This design comes from an exercise in tuning for small area and a short achievable clock period on the open sky130 flow, not from production work. Where RTL was checked, it was by simulation tests only, not by an equivalence proof against the original.

## tv80n
module tv80n ( 
  m1_n, mreq_n, iorq_n, rd_n, wr_n, rfsh_n, halt_n, busak_n, A, dout,
  reset_n, clk, wait_n, int_n, nmi_n, busrq_n, di
  );
clock: 12.0 ns
lec_check: 0
cap_margin: 20
core_margin: 2
core_utilization: 40
slew_margin: 20
run.sh (not shown) runs the stock make flow with config.mk's settings and CLKGATE_MAP_FILE= SYNTH_SCRIPT=/design/flow/synth_recipe.tcl, a recipe that flattens the netlist after the stock synthesis.
The first run finished with timing, DRC and antenna clean.
Edit:
Settings changed: CAP_MARGIN 20 to 0, CORE_UTILIZATION 40 to 55, CTS_BUF_LIST set to sky130_fd_sc_hd__clkbuf_4 sky130_fd_sc_hd__clkbuf_8, CTS_CLUSTER_SIZE set to 30, SLEW_MARGIN 20 to 0.
The new run reached the layout checks and failed them: capacitance limit, slew limit.
Fmax climbs by 2.7%.
Cell area goes down by 2.7%.
Die area shrinks by about 27%.
Worst hold slack gains 0.0061 ns.
Setup slack gets better by 0.26 ns.
Sequential cell count stays the same.
First-iteration DRC count is higher by 29%.
Area after synthesis does not change.
Wire length goes down by 8.8%.
Non-clock buffer count came out lower by 34.
No run of this note included a check of the RTL's function; only the layout flow was run.

---

tv80n, a different RTL version from the one above (not shown whole).
For scale: about 3700 cells after synthesis, ~360 flip-flops, about 46 I/O pins.
clock: 12.0 ns
lec_check: 0
cap_margin: 20
core_margin: 2
core_utilization: 40
slew_margin: 20
standard.sh (not shown) runs the stock make flow with config.mk's settings and CLKGATE_MAP_FILE= SYNTH_SCRIPT=/design/flow/synth_recipe.tcl, a recipe that flattens the netlist after the stock synthesis.
==> flow/flow/run.sh <==
#!/bin/bash
# The standard layout (standard.sh), with one change: Yosys's ABC technology
# mapping uses flow/abc_speed.script, an area-oriented script, in place of ORFS's
# scripts/abc_speed.script. Everything else, including the flip-flop mapping
# and so the registers, is the standard flow's.
set -euo pipefail
W=$(pwd)
rm -rf "$W/orfs_scripts"
cp -r "$FLOW_HOME/scripts" "$W/orfs_scripts"
cp "$W/flow/abc_speed.script" "$W/orfs_scripts/abc_speed.script"
bash "$W/standard.sh" SCRIPTS_DIR="$W/orfs_scripts" finish > "$W/flow_make.log" 2>&1
==> flow/flow/abc_speed.script <==
strash
&get -n
&st
&deepsyn -T 30
&put
dch -f
map -B 0.9
topo
&get -n
&st
&dch -f
&nf -R 20
&st
&syn2
&dch -f
&nf -R 20
&put
topo
stime -c
buffer -c
upsize -c
dnsize -c
The first run completed without violations.
Then changed:
==> flow/flow/run.sh (replaced) <==
#!/bin/bash
set -euo pipefail
W=$(pwd)
rm -rf "$W/orfs_scripts"
cp -r "$FLOW_HOME/scripts" "$W/orfs_scripts"
cp "$W/flow/abc_speed.script" "$W/orfs_scripts/abc_speed.script"
bash "$W/standard.sh" SCRIPTS_DIR="$W/orfs_scripts" SETUP_SLACK_MARGIN=7 finish > "$W/flow_make.log" 2>&1
=> The new run went through all stages and came out clean. Die area stays the same. Routed wire length is higher by about 3.2%. Global-route usage is higher by 0.81 points. Final cell count is higher by about 2.6%.
Then changed:
==> flow/flow/run.sh (replaced) <==
#!/bin/bash
set -euo pipefail
W=$(pwd)
rm -rf "$W/orfs_scripts"
cp -r "$FLOW_HOME/scripts" "$W/orfs_scripts"
cp "$W/flow/abc_speed.script" "$W/orfs_scripts/abc_speed.script"
bash "$W/standard.sh" SCRIPTS_DIR="$W/orfs_scripts" SETUP_SLACK_MARGIN=6.5 finish > "$W/flow_make.log" 2>&1
==> flow/flow/abc_speed.script (replaced) <==
strash
&get -n
&st
&deepsyn -T 30
&put
dch -f
map -a -B 0.9
topo
&get -n
&st
&dch -f
&nf -R 1000
&st
&syn2
&dch -f
&nf -R 1000
&put
topo
stime -c
buffer -c
upsize -c
dnsize -c
- core utilization shrinks by 0.98 points
- routed wire length climbs by about 0.46%
- non-clock buffer count is lower by 63
- worst setup slack degrades by 0.54 ns

---

## the previous run
tv80n again, from the RTL that the note above started with.
export LEC_CHECK = 0
export CAP_MARGIN = 20
export CORE_MARGIN = 2
export CORE_UTILIZATION = 40
export SLEW_MARGIN = 20
create_clock -name core_clock -period 12.0 [get_ports {clk}]
==> flow/flow/run.sh <==
#!/bin/bash
set -euo pipefail
W=$(pwd)
rm -rf "$W/orfs_scripts"
cp -r "$FLOW_HOME/scripts" "$W/orfs_scripts"
cp "$W/flow/abc_speed.script" "$W/orfs_scripts/abc_speed.script"
bash "$W/standard.sh" SCRIPTS_DIR="$W/orfs_scripts" SETUP_SLACK_MARGIN=7 finish > "$W/flow_make.log" 2>&1
==> flow/flow/abc_speed.script <==
strash
&get -n
&st
&deepsyn -T 30
&put
dch -f
map -B 0.9
topo
&get -n
&st
&dch -f
&nf -R 20
&st
&syn2
&dch -f
&nf -R 20
&put
topo
stime -c
buffer -c
upsize -c
dnsize -c
diff inputs: the previous run => the current run
-- flow/flow/run.sh --
<<< the previous run, line 7
bash "$W/standard.sh" SCRIPTS_DIR="$W/orfs_scripts" SETUP_SLACK_MARGIN=7 finish > "$W/flow_make.log" 2>&1
>>> the current run, line 7
bash "$W/standard.sh" SCRIPTS_DIR="$W/orfs_scripts" SETUP_SLACK_MARGIN=6.5 finish > "$W/flow_make.log" 2>&1
### Flow results
Timing, DRC, antenna: 0 failures across the previous run and the current run. Relative to the previous run, non-clock inverter count in the final layout has decreased by 6 in the current run. Critical path depth: higher on the previous run. The via count of the current run was superior to that of the previous run. The current run vs the previous run, register-to-register slack went down by 0.35 ns. The current run vs. the previous run: violation count after the first detailed-routing iteration went down by about 8%. Wire length after detailed routing down about 7% in the current run wrt the previous run. The commonest non-fill, non-tap cell in the layout comes out nand2_1 in one run and nor2_1 in the other, namely in the previous run and the current run respectively. Summary of the current run over the previous run: number of antenna repair diodes now sits higher, fraction of synthesized area in multiplexers comparable.

what the ideal ports hide:
The flow's constraints put no driver on any port. The routed layouts listed below were extracted and timed again, unchanged, in two steps.
Step 1, drivers: a clkbuf_16 drives clk and a buf_2 each remaining input, both assumed.
Step 2 adds t to the input delays and takes it off the output delays; t is the mean of the earliest and latest rising clock arrival at the registers after step 1. Input paths then give back, and output paths get back, about the clock's delay inside the block.
Slacks: ideal / step 1 / step 2; pairs: ideal / step 1.
run	t, ns	setup WS [ns]	hold WS [ns]	worst setup path after step 2	clock arrival spread, ns
the first run of note 1	0.704	2.154 / 2.154 / 2.154	0.478 / 0.478 / 0.478	register to register	0.027 / 0.027
the second run of note 1	0.766	2.415 / 2.415 / 2.415	0.484 / 0.484 / 0.484	register to register	0.041 / 0.042
the first run of note 2	0.659	5.286 / 5.286 / 5.286	0.459 / 0.459 / 0.459	register to register	0.045 / 0.044
the second run of note 2	0.659	7.014 / 7.014 / 6.500	0.460 / 0.460 / 0.460	input to register	0.043 / 0.044
the third run of note 2	0.671	6.472 / 6.472 / 6.210	0.476 / 0.476 / 0.476	input to register	0.029 / 0.029
the previous run	0.659	6.885 / 6.885 / 6.567	0.477 / 0.477 / 0.477	input to register	0.028 / 0.028
the current run	0.659	6.534 / 6.534 / 6.218	0.460 / 0.460 / 0.460	input to register	0.047 / 0.048
The setup slack of the second run of note 2, which loses most, moves by 0.000 ns with the drivers and by -0.514 ns with both steps.
